Context: an optimization exercise on an open-source flow, tuned for small area. The choices shown serve that exercise and are no tape-out recipe. The RTL was checked by simulation tests, not by an equivalence proof against the original design. No activity file was given, so power comes from the tool's default toggle rates.

==> run a: inputs <==
==> flow/design.v <==
`timescale 1ns / 1ps
module SPI_4Slaves #(parameter mode=2'b11,bits_size=10)(
    input clk,reset_n,
    input [bits_size-1:0] master_data_in,
    input [bits_size-1:0] slave_data_in1,
    input [bits_size-1:0] slave_data_in2,
    input [bits_size-1:0] slave_data_in3,
    input [bits_size-1:0] slave_data_in4,
    output [bits_size-1:0] master_data_out,
    output [bits_size-1:0] slave_data_out1,
    output [bits_size-1:0] slave_data_out2,
    output [bits_size-1:0] slave_data_out3,
    output [bits_size-1:0] slave_data_out4,
    input tx_start,
    output master_tx_done,
    output master_rx_done,
    output slave_tx_done1,
    output slave_rx_done1,
    output slave_tx_done2,
    output slave_rx_done2,
    output slave_tx_done3,
    output slave_rx_done3,
    output slave_tx_done4,
    output slave_rx_done4
    );
    reg       busy;       
    reg [7:0] x;
    reg [1:0] sel;        
    reg       wrapped;    
    reg [9:0] Mn, S1n, S2n, S3n, S4n;
    wire start = ~busy & tx_start;
    wire first = busy & (x == 8'h60);
    wire samp  = (x[3:0] == 4'h9) & (x[7] | x[4]);
    wire last  = busy & (x == 8'h01);
    wire [3:0] b = ~x[7:4];
    reg [9:0] sdin;
    always @(*) begin
        case (sel)
            2'd0: sdin = slave_data_in1;
            2'd1: sdin = slave_data_in2;
            2'd2: sdin = slave_data_in3;
            default: sdin = slave_data_in4;
        endcase
    end
    wire mbit = master_data_in[b];
    wire sbit = sdin[b];
    always @(posedge clk)
        x <= (busy && !last) ? x + 8'd1 : 8'h60;
    always @(posedge clk, negedge reset_n) begin
        if (~reset_n) begin
            busy <= 0;
            sel <= 0;
            wrapped <= 0;
        end else begin
            if (start) busy <= 1;
            if (last) begin
                busy <= 0;
                sel <= sel + 1;
                if (sel == 2'd3) wrapped <= 1;
            end
        end
    end
    wire shift = first | samp;
    wire sin = first ? ~Mn[0] : mbit;
    always @(posedge clk) begin
        if (start | shift) Mn <= {Mn[8:0], ~(start ? mbit : sbit)};
        if (shift && sel == 2'd0) S1n <= {S1n[8:0], ~sin};
        if (shift && sel == 2'd1) S2n <= {S2n[8:0], ~sin};
        if (shift && sel == 2'd2) S3n <= {S3n[8:0], ~sin};
        if (shift && sel == 2'd3) S4n <= {S4n[8:0], ~sin};
    end
    wire done1 = wrapped | (sel != 2'd0);
    wire done2 = wrapped | sel[1];
    wire done3 = wrapped | (sel == 2'd3);
    wire done4 = wrapped;
    wire sbusy = busy & ~first;    
    wire m_ok  = ~busy & done1;
    wire s1_ok = done1 & ~(sbusy && sel == 2'd0);
    wire s2_ok = done2 & ~(sbusy && sel == 2'd1);
    wire s3_ok = done3 & ~(sbusy && sel == 2'd2);
    wire s4_ok = done4 & ~(sbusy && sel == 2'd3);
    assign master_tx_done = m_ok;
    assign master_rx_done = m_ok;
    assign slave_tx_done1 = s1_ok;
    assign slave_rx_done1 = s1_ok;
    assign slave_tx_done2 = s2_ok;
    assign slave_rx_done2 = s2_ok;
    assign slave_tx_done3 = s3_ok;
    assign slave_rx_done3 = s3_ok;
    assign slave_tx_done4 = s4_ok;
    assign slave_rx_done4 = s4_ok;
    assign master_data_out = ~(Mn  | {10{~m_ok}});
    assign slave_data_out1 = ~(S1n | {10{~s1_ok}});
    assign slave_data_out2 = ~(S2n | {10{~s2_ok}});
    assign slave_data_out3 = ~(S3n | {10{~s3_ok}});
    assign slave_data_out4 = ~(S4n | {10{~s4_ok}});
endmodule
==> flow/flow/run.sh <==
#!/bin/bash
# The standard layout (standard.sh), with three changes:
#  - synthesis maps the logic with an area-oriented ABC script (abc_area.script
#    here, in place of ORFS's abc_speed.script; the rest of the synthesis, and
#    so every register, is the standard one);
#  - the port buffers are the smallest buffer (buf_1);
#  - clock tree synthesis uses clkbuf_4 and adds no dummy loads.
# make's full output goes to standard.log here; each ORFS step also keeps its
# own log under orfs/logs/.
set -euo pipefail
rm -rf scripts_own
cp -r "$FLOW_HOME/scripts" scripts_own
cp flow/abc_area.script scripts_own/abc_speed.script
export SCRIPTS_DIR="$PWD/scripts_own"
export BUFFER_PORTS_ARGS="-buffer_cell sky130_fd_sc_hd__buf_1"
export CTS_ARGS="-sink_clustering_enable -repair_clock_nets -dont_use_dummy_load -buf_list sky130_fd_sc_hd__clkbuf_8 -sink_clustering_size 30 -sink_clustering_max_diameter 500 -sink_clustering_levels 1"
bash standard.sh finish > standard.log 2>&1
==> flow/flow/abc_area.script <==
strash
&get -n
&st
&syn2
&dch -f
&nf -R 1000 -a
&put
==> flow/standard.sh <==
#!/bin/bash
# synth_recipe.tcl (not shown) runs the flow's synth.tcl, then flattens the netlist and writes it again
# the make line also repeats each setting of config.mk as NAME=value (left out here)
make -C /OpenROAD-flow-scripts/flow DESIGN_CONFIG=/design/flow/config.mk WORK_HOME=/design/flow/orfs CLKGATE_MAP_FILE= SYNTH_SCRIPT=/design/flow/synth_recipe.tcl "${@:-finish}"
==> flow/config.mk <==
export PLATFORM = sky130hd
export DESIGN_NAME = SPI_4Slaves
export DESIGN_NICKNAME = SPI_4Slaves
export VERILOG_FILES = /design/flow/design.v
export SDC_FILE = /design/flow/constraint.sdc
export NUM_CORES = 4
export LEC_CHECK = 0
export CAP_MARGIN = 20
export CORE_MARGIN = 2
export CORE_UTILIZATION = 40
export PLACE_DENSITY = 0.6
export SLEW_MARGIN = 20
==> flow/constraint.sdc <==
create_clock -name core_clock -period 5.0 [get_ports {clk}]
set_input_delay 1.0000 -clock core_clock [delete_from_list [all_inputs] [get_ports {clk}]]
set_output_delay 1.0000 -clock core_clock [all_outputs]
set_load 0.01 [all_outputs]
==> run b: changes against run a <==
==> flow/design.v, changed modules only <==
module SPI_4Slaves #(parameter mode=2'b11,bits_size=10)(
    input clk,reset_n,
    input [bits_size-1:0] master_data_in,
    input [bits_size-1:0] slave_data_in1,
    input [bits_size-1:0] slave_data_in2,
    input [bits_size-1:0] slave_data_in3,
    input [bits_size-1:0] slave_data_in4,
    output [bits_size-1:0] master_data_out,
    output [bits_size-1:0] slave_data_out1,
    output [bits_size-1:0] slave_data_out2,
    output [bits_size-1:0] slave_data_out3,
    output [bits_size-1:0] slave_data_out4,
    input tx_start,
    output master_tx_done,
    output master_rx_done,
    output slave_tx_done1,
    output slave_rx_done1,
    output slave_tx_done2,
    output slave_rx_done2,
    output slave_tx_done3,
    output slave_rx_done3,
    output slave_tx_done4,
    output slave_rx_done4
    );
    reg       busy;       
    reg [7:0] c;          
    reg [1:0] sel;        
    reg       wrapped;    
    reg [9:0] M, S1, S2, S3, S4;
    wire start = ~busy & tx_start;
    wire first = busy & (c == 8'h99);
    wire samp  = (c[3:0] == 4'd0) & ~(c[7] & c[4]);
    wire last  = busy & (c == 8'hF8);
    wire [3:0] b = c[7:4];
    reg [9:0] sdin;
    always @(*) begin
        case (sel)
            2'd0: sdin = slave_data_in1;
            2'd1: sdin = slave_data_in2;
            2'd2: sdin = slave_data_in3;
            default: sdin = slave_data_in4;
        endcase
    end
    wire mbit = master_data_in[b];
    wire sbit = sdin[b];
    always @(posedge clk, negedge reset_n) begin
        if (~reset_n) begin
            busy <= 0;
            c <= 8'h9A;
            sel <= 0;
            wrapped <= 0;
        end else if (start) begin
            busy <= 1;
            c <= 8'h99;
        end else if (busy) begin
            if (last) begin
                busy <= 0;
                c <= 8'h9A;
                sel <= sel + 1;
                if (sel == 2'd3) wrapped <= 1;
            end else
                c <= c - 1;
        end
    end
    wire shift = first | samp;
    wire sin = first ? M[0] : mbit;
    always @(posedge clk) begin
        if (start | shift) M <= {M[8:0], start ? mbit : sbit};
        if (shift && sel == 2'd0) S1 <= {S1[8:0], sin};
        if (shift && sel == 2'd1) S2 <= {S2[8:0], sin};
        if (shift && sel == 2'd2) S3 <= {S3[8:0], sin};
        if (shift && sel == 2'd3) S4 <= {S4[8:0], sin};
    end
    wire done1 = wrapped | (sel != 2'd0);
    wire done2 = wrapped | sel[1];
    wire done3 = wrapped | (sel == 2'd3);
    wire done4 = wrapped;
    wire sbusy = busy & ~first;    
    wire m_ok  = ~busy & done1;
    wire s1_ok = done1 & ~(sbusy && sel == 2'd0);
    wire s2_ok = done2 & ~(sbusy && sel == 2'd1);
    wire s3_ok = done3 & ~(sbusy && sel == 2'd2);
    wire s4_ok = done4 & ~(sbusy && sel == 2'd3);
    assign master_tx_done = m_ok;
    assign master_rx_done = m_ok;
    assign slave_tx_done1 = s1_ok;
    assign slave_rx_done1 = s1_ok;
    assign slave_tx_done2 = s2_ok;
    assign slave_rx_done2 = s2_ok;
    assign slave_tx_done3 = s3_ok;
    assign slave_rx_done3 = s3_ok;
    assign slave_tx_done4 = s4_ok;
    assign slave_rx_done4 = s4_ok;
    assign master_data_out = m_ok  ? M  : 10'd0;
    assign slave_data_out1 = s1_ok ? S1 : 10'd0;
    assign slave_data_out2 = s2_ok ? S2 : 10'd0;
    assign slave_data_out3 = s3_ok ? S3 : 10'd0;
    assign slave_data_out4 = s4_ok ? S4 : 10'd0;
endmodule
==> flow/run.sh (new file) <==
#!/bin/bash
# synth_recipe.tcl (not shown) runs the flow's synth.tcl, then flattens the netlist and writes it again
# the make line also repeats each setting of config.mk as NAME=value (left out here)
make -C /OpenROAD-flow-scripts/flow DESIGN_CONFIG=/design/flow/config.mk WORK_HOME=/design/flow/orfs CLKGATE_MAP_FILE= SYNTH_SCRIPT=/design/flow/synth_recipe.tcl finish
removed: flow/flow/run.sh
removed: flow/flow/abc_area.script
removed: flow/standard.sh
==> qor summary <==
item                                                                        run a               run b
Ratio of total power to cell area                                    362.6 nW/µm²        409.5 nW/µm²
Internal power consumption                                              0.8915 mW            1.276 mW
Area delta synth->final                                                    22.04%              43.03%
Simple-gate area share of the yosys netlist                                14.45%              18.98%
Result of the run                                                  finished clean      finished clean
Met3 routed wirelength                                                     438 µm              391 µm
Average footprint of a synthesized cell                                 11.77 µm²           12.22 µm²
Gate count of the mapped netlist                                              234                 258
Share of power burned in combinational logic                                15.2%               29.3%
Global-route track usage on met1                                           21.51%              24.60%
Instance area at placement                                               3237 µm²            4264 µm²
Via count of the first global-routing pass                                   2000                2299
Final setup margin                                                       1.525 ns           0.9157 ns
Routed metal-1 wire length                                                2569 µm             3415 µm
Capture point of the worst path                                slave_data_out2[1]  slave_data_out4[2]
Cells on worst reg2reg path                                                     6                   7
Actual transition at the worst max-transition pin                       0.8441 ns           0.8681 ns
Number of cells on the critical path                                            7                   6
Complex-gate fraction of the synthesized area                              9.995%              12.66%
Share of the clock period used by the worst path after layout              69.51%              81.69%


==> run Y: inputs <==
// SPI_4Slaves: RTL as listed in full above, without the edits since
==> flow/config.mk <==
export PLATFORM = sky130hd
export DESIGN_NAME = SPI_4Slaves
export DESIGN_NICKNAME = SPI_4Slaves
export VERILOG_FILES = /design/flow/design.v
export SDC_FILE = /design/flow/constraint.sdc
export NUM_CORES = 4
export LEC_CHECK = 0
export CAP_MARGIN = 20
export CORE_MARGIN = 2
export CORE_UTILIZATION = 40
export PLACE_DENSITY = 0.6
export SLEW_MARGIN = 20
==> flow/constraint.sdc <==
create_clock -name core_clock -period 5.0 [get_ports {clk}]
set_input_delay 1.0000 -clock core_clock [delete_from_list [all_inputs] [get_ports {clk}]]
set_output_delay 1.0000 -clock core_clock [all_outputs]
set_load 0.01 [all_outputs]
standard.sh (not shown) runs the stock make flow with config.mk's settings and CLKGATE_MAP_FILE= SYNTH_SCRIPT=/design/flow/synth_recipe.tcl, a recipe that flattens the netlist after the stock synthesis.
==> flow/flow/run.sh <==
#!/bin/bash
# The standard layout (standard.sh), with three changes:
#  - synthesis maps the logic with an area-oriented ABC script (abc_area.script
#    here, in place of ORFS's abc_speed.script; the rest of the synthesis, and
#    so every register, is the standard one);
#  - the port buffers are the smallest buffer (buf_1);
#  - clock tree synthesis uses clkbuf_4 and adds no dummy loads.
# make's full output goes to standard.log here; each ORFS step also keeps its
# own log under orfs/logs/.
set -euo pipefail
rm -rf scripts_own
cp -r "$FLOW_HOME/scripts" scripts_own
cp flow/abc_area.script scripts_own/abc_speed.script
export SCRIPTS_DIR="$PWD/scripts_own"
export BUFFER_PORTS_ARGS="-buffer_cell sky130_fd_sc_hd__buf_1"
export CTS_ARGS="-sink_clustering_enable -repair_clock_nets -dont_use_dummy_load -buf_list sky130_fd_sc_hd__clkbuf_16 -sink_clustering_size 64 -sink_clustering_max_diameter 500 -sink_buffer_max_cap_derate 1.0"
bash standard.sh finish > standard.log 2>&1
==> flow/flow/abc_area.script <==
strash
&get -n
&st
&syn2
&dch -f
&nf -R 1000 -a
&put
==> run B (differences from run Y) <==
--- a/flow/flow/run.sh
+++ b/flow/flow/run.sh
@@ -15,3 +15,3 @@
 export BUFFER_PORTS_ARGS="-buffer_cell sky130_fd_sc_hd__buf_1"
-export CTS_ARGS="-sink_clustering_enable -repair_clock_nets -dont_use_dummy_load -buf_list sky130_fd_sc_hd__clkbuf_16 -sink_clustering_size 64 -sink_clustering_max_diameter 500 -sink_buffer_max_cap_derate 1.0"
+export CTS_ARGS="-sink_clustering_enable -repair_clock_nets -dont_use_dummy_load -buf_list sky130_fd_sc_hd__clkbuf_8 -sink_clustering_size 32 -sink_clustering_max_diameter 200"
 bash standard.sh finish > standard.log 2>&1
==> run H (differences from run Y) <==
--- a/flow/design.v
+++ b/flow/design.v
@@ -25,3 +25,2 @@
     );
-    reg       busy;       
     reg [7:0] x;
@@ -30,7 +29,8 @@
     reg [9:0] Mn, S1n, S2n, S3n, S4n;
+    wire busy  = |x;
     wire start = ~busy & tx_start;
-    wire first = busy & (x == 8'h60);
-    wire samp  = (x[3:0] == 4'h9) & (x[7] | x[4]);
-    wire last  = busy & (x == 8'h01);
-    wire [3:0] b = ~x[7:4];
+    wire first = (x == 8'd1);
+    wire samp  = (x[3:0] == 4'hA) & (x[7:4] != 4'd0);
+    wire last  = (x == 8'd162);
+    wire [3:0] b = 4'd9 - x[7:4];    
     reg [9:0] sdin;
@@ -46,17 +46,13 @@
     wire sbit = sdin[b];
-    always @(posedge clk)
-        x <= (busy && !last) ? x + 8'd1 : 8'h60;
     always @(posedge clk, negedge reset_n) begin
         if (~reset_n) begin
-            busy <= 0;
+            x <= 0;
             sel <= 0;
             wrapped <= 0;
-        end else begin
-            if (start) busy <= 1;
-            if (last) begin
-                busy <= 0;
-                sel <= sel + 1;
-                if (sel == 2'd3) wrapped <= 1;
-            end
-        end
+        end else if (last) begin
+            x <= 0;
+            sel <= sel + 1;
+            if (sel == 2'd3) wrapped <= 1;
+        end else if (start | busy)
+            x <= x + 1;
     end
==> flow/flow/run.sh (replaced) <==
#!/bin/bash
# The standard layout (standard.sh, standard synthesis included), with two
# changes: the port buffers are the smallest buffer (buf_1), and clock tree
# synthesis adds no dummy loads. make's full output goes to standard.log here;
# each ORFS step also keeps its own log under orfs/logs/.
set -euo pipefail
export BUFFER_PORTS_ARGS="-buffer_cell sky130_fd_sc_hd__buf_1"
export CTS_ARGS="-sink_clustering_enable -repair_clock_nets -dont_use_dummy_load ${CTS_EXTRA:-}"
bash standard.sh finish > standard.log 2>&1
removed: flow/flow/abc_area.script
==> run C (differences from run Y) <==
--- a/flow/flow/run.sh
+++ b/flow/flow/run.sh
@@ -15,3 +15,3 @@
 export BUFFER_PORTS_ARGS="-buffer_cell sky130_fd_sc_hd__buf_1"
-export CTS_ARGS="-sink_clustering_enable -repair_clock_nets -dont_use_dummy_load -buf_list sky130_fd_sc_hd__clkbuf_16 -sink_clustering_size 64 -sink_clustering_max_diameter 500 -sink_buffer_max_cap_derate 1.0"
+export CTS_ARGS="-sink_clustering_enable -repair_clock_nets -dont_use_dummy_load -buf_list sky130_fd_sc_hd__clkbuf_4"
 bash standard.sh finish > standard.log 2>&1
==> comparison <==
Final cell count is the same in run B and run Y. Via count: run C < run B < run Y < run H. Register-to-register slack is about the same in run Y and run B. The highest maximum frequency belongs to run H, the lowest to run C. Non-clock buffer count is the same in run H and run Y. Setup slack, lowest first: run C, run Y, run B, run H. The highest clock power belongs to run Y, the lowest to run C. In critical path depth, run B and run Y do not differ.

port drivers added, routing unchanged:
In the flow no input, the clock included, has a driving cell. The finished layouts below were timed again as built, in two steps.
Step 1: set_driving_cell puts a clkbuf_16 on clk and a buf_2 on each other input, an assumption about the parent block.
Step 2 adds t to the input delays and takes it off the output delays; t is the mean of the earliest and latest rising clock arrival at the registers after step 1. Input paths then give back, and output paths get back, about the clock's delay inside the block.
a / b / c = no drivers / after step 1 / after step 2; a / b = the first two.
| run | shift t [ns] | slack for setup (ns) | clock arrival spread, ns |
|---|---|---|---|
| run a of note 1 | 0.351 | 1.525 / 1.494 / 1.845 | 0.022 / 0.022 |
| run b of note 1 | 0.362 | 0.916 / 0.886 / 1.248 | 0.011 / 0.011 |
| run Y of note 2 | 0.352 | 1.524 / 1.489 / 1.841 | 0.012 / 0.012 |
| run B of note 2 | 0.351 | 1.525 / 1.494 / 1.845 | 0.022 / 0.022 |
| run H of note 2 | 0.351 | 1.603 / 1.572 / 1.923 | 0.012 / 0.012 |
| run C of note 2 | 0.415 | 1.450 / 1.422 / 1.837 | 0.030 / 0.030 |
After both steps setup and hold are still met in every run listed.
